Background: an optimization exercise with open tools, aiming at small area and a short achievable clock period. Do not read the settings as production practice. The RTL was checked by simulation tests, not by an equivalence proof against the original design. Power and IR drop assume default switching activity.

==> flow/design.v (excerpt) <==
module mproc (input wire clk, reset, input wire [15:0] d_in, output wire [6:0] addr, output wire [15:0] d_out);
Size in the first run: ~2,100 cells after synthesis, about 240 flip-flops, about 41 I/O pins, roughly 16,000 um^2 of cells after synthesis.
clock: 10.0 ns
lec_check: 0
abc_area: 1
cap_margin: 20
core_margin: 2
core_utilization: 40
cts_buf_list: sky130_fd_sc_hd__clkbuf_8
cts_cluster_size: 16
setup_slack_margin: 5
slew_margin: 20
tns_end_percent: 30
standard.sh (not shown) runs the stock make flow with config.mk's settings and CLKGATE_MAP_FILE= SYNTH_SCRIPT=/design/flow/synth_recipe.tcl, a recipe that flattens the netlist after the stock synthesis.
==> flow/flow/run.sh <==
#!/bin/bash
set -euo pipefail
MARGIN=6.3
sed -e "s/SETUP_SLACK_MARGIN=[0-9.]*/SETUP_SLACK_MARGIN=$MARGIN/" \
    -e "s|CLKGATE_MAP_FILE= |CLKGATE_MAP_FILE= 'BUFFER_PORTS_ARGS=-buffer_cell sky130_fd_sc_hd__buf_2' |" \
    standard.sh > my_standard.sh
bash my_standard.sh > layout.log 2>&1
==> next run, changes <==
==> flow/flow/run.sh (replaced) <==
#!/bin/bash
set -euo pipefail
MARGIN=6.2
sed -e "s/SETUP_SLACK_MARGIN=[0-9.]*/SETUP_SLACK_MARGIN=$MARGIN/" \
    -e "s|CLKGATE_MAP_FILE= |CLKGATE_MAP_FILE= 'BUFFER_PORTS_ARGS=-buffer_cell sky130_fd_sc_hd__buf_2' |" \
    standard.sh > my_standard.sh
bash my_standard.sh > layout.log 2>&1
--- a/flow/config.mk
+++ b/flow/config.mk
@@ -11,6 +11,5 @@
 export CORE_UTILIZATION = 40
 export CTS_BUF_LIST = sky130_fd_sc_hd__clkbuf_8
-export CTS_CLUSTER_SIZE = 16
+export CTS_CLUSTER_SIZE = 24
 export SETUP_SLACK_MARGIN = 5
 export SLEW_MARGIN = 20
-export TNS_END_PERCENT = 30
Outcome:
- The changed run finished clean
- maximum frequency barely changes
- clock power barely changes
- worst setup slack loses 11 ps
- first-iteration DRC count rose by roughly a tenth
- routed wire length came out lower slightly

mproc again, from the RTL that the note above started with.
Settings: LEC_CHECK=0, ABC_AREA=1, CAP_MARGIN=20, CORE_MARGIN=2, CORE_UTILIZATION=40, CTS_BUF_LIST=sky130_fd_sc_hd__clkbuf_8, CTS_CLUSTER_SIZE=16, SETUP_SLACK_MARGIN=5, SLEW_MARGIN=20; clock period 10.0 ns.
==> flow/flow/run.sh <==
#!/bin/bash
set -euo pipefail
MARGIN=6.5
sed -e "s/SETUP_SLACK_MARGIN=[0-9.]*/SETUP_SLACK_MARGIN=$MARGIN/" \
    -e "s|CLKGATE_MAP_FILE= |CLKGATE_MAP_FILE= 'BUFFER_PORTS_ARGS=-buffer_cell sky130_fd_sc_hd__buf_2' |" \
    standard.sh > my_standard.sh
bash my_standard.sh > layout.log 2>&1
Edit:
--- a/flow/flow/run.sh
+++ b/flow/flow/run.sh
@@ -2,3 +2,3 @@
 set -euo pipefail
-MARGIN=6.5
+MARGIN=6.35
 sed -e "s/SETUP_SLACK_MARGIN=[0-9.]*/SETUP_SLACK_MARGIN=$MARGIN/" \
- CTS_BUF_LIST: sky130_fd_sc_hd__clkbuf_8 -> unset
- CTS_CLUSTER_SIZE: 16 -> unset
Result: The new run passed the timing, design-rule and antenna checks; design area decreases by a few percent; total power came out lower by a few percent; non-clock buffer count shrinks by 33; count of clock-buffer cells in the layout decreases by 10; utilization decreases by 1.8 points; area after synthesis does not change; clock skew goes down by 25 ps; clock power stays flat.
Edit:
--- a/flow/flow/run.sh
+++ b/flow/flow/run.sh
@@ -2,3 +2,3 @@
 set -euo pipefail
-MARGIN=6.35
+MARGIN=6.2
 sed -e "s/SETUP_SLACK_MARGIN=[0-9.]*/SETUP_SLACK_MARGIN=$MARGIN/" \
- CAP_MARGIN: 20 -> 0
- CTS_BUF_LIST: unset -> sky130_fd_sc_hd__clkbuf_8
- CTS_CLUSTER_SIZE: unset -> 16
- SLEW_MARGIN: 20 -> 0
=> Routed wire length is about the same; total power shrinks by a little under a tenth; hold slack stays flat; global-route usage grows by 0.27 points; combinational power shrinks by roughly a tenth; sequential power is about the same.
Edit:
- CAP_MARGIN: 0 -> 20
- CORE_UTILIZATION: 40 -> 55
- SLEW_MARGIN: 0 -> 20
=>
- hold slack is worse by 3.2 ps
- total power is higher by 9.8%
- clock skew is about the same
- global-route usage is higher by 9.7 points
- count of clock-buffer cells in the layout is unchanged
- sequential power is about the same
- design area is higher by 0.65%
- sequential cell count stays the same
- synthesized cell count is unchanged

mproc again, from the RTL that the note above started with.
Settings: LEC_CHECK=0, ABC_AREA=1, CAP_MARGIN=20, CORE_MARGIN=2, CORE_UTILIZATION=40, CTS_BUF_LIST=sky130_fd_sc_hd__clkbuf_8, CTS_CLUSTER_SIZE=16, PLACE_DENSITY=0.75, SETUP_SLACK_MARGIN=5, SLEW_MARGIN=20; clock period 10.0 ns.
==> flow/flow/run.sh <==
#!/bin/bash
set -euo pipefail
MARGIN=6.35
sed -e "s/SETUP_SLACK_MARGIN=[0-9.]*/SETUP_SLACK_MARGIN=$MARGIN/" \
    -e "s|CLKGATE_MAP_FILE= |CLKGATE_MAP_FILE= 'BUFFER_PORTS_ARGS=-buffer_cell sky130_fd_sc_hd__buf_2' |" \
    standard.sh > my_standard.sh
bash my_standard.sh > layout.log 2>&1
==> next run, changes <==
- GPL_ROUTABILITY_DRIVEN: unset -> 0
- PLACE_DENSITY: 0.75 -> unset
Result:
- first-iteration DRC count is lower by 11%
- cell count barely changes
- cell area stays flat
- clock-buffer cell count is higher by 7
- synthesized area is unchanged

[what the ideal ports hide]
Ports are ideal in the flow. The routed layouts listed here were re-timed in OpenROAD.
Step 1 (the two cells are an assumption about what drives the block):
set clk [get_ports {clk}]
set_driving_cell -lib_cell sky130_fd_sc_hd__clkbuf_16 $clk
set_driving_cell -lib_cell sky130_fd_sc_hd__buf_2 [delete_from_list [all_inputs] $clk]
Step 2 adds t to the input delays and takes it off the output delays; t is the mean of the earliest and latest rising clock arrival at the registers after step 1. Input paths then give back, and output paths get back, about the clock's delay inside the block.
Three values: ideal, step 1, step 2; two values: the first two.
| run | t (ns) | setup WS [ns] | hold WS [ns] | pins driven straight from the clock port |
|---|---|---|---|---|
| the first run of note 1 | 0.656 | 6.100 / 6.114 / 5.470 | 0.474 / 0.474 / 0.474 | 1 |
| the second run of note 1 | 0.645 | 6.089 / 6.089 / 5.621 | 0.478 / 0.478 / 0.478 | 1 |
| the first run of note 2 | 0.652 | 6.089 / 6.089 / 5.887 | 0.475 / 0.475 / 0.475 | 1 |
| the second run of note 2 | 0.605 | 6.069 / 6.069 / 5.800 | 0.471 / 0.471 / 0.471 | 1 |
| the third run of note 2 | 0.643 | 6.051 / 6.051 / 5.534 | 0.473 / 0.473 / 0.473 | 1 |
| the fourth run of note 2 | 0.605 | 5.924 / 5.924 / 5.644 | 0.470 / 0.470 / 0.470 | 1 |
| the first run of note 3 | 0.601 | 6.056 / 6.056 / 5.769 | 0.462 / 0.462 / 0.462 | 1 |
| the second run of note 3 | 0.657 | 6.047 / 6.047 / 5.711 | 0.459 / 0.459 / 0.459 | 1 |
After both steps every run listed still meets setup and hold. For the first run of note 1, which loses most, drivers alone change the setup slack by +0.014 ns; drivers and shift together by -0.630 ns.
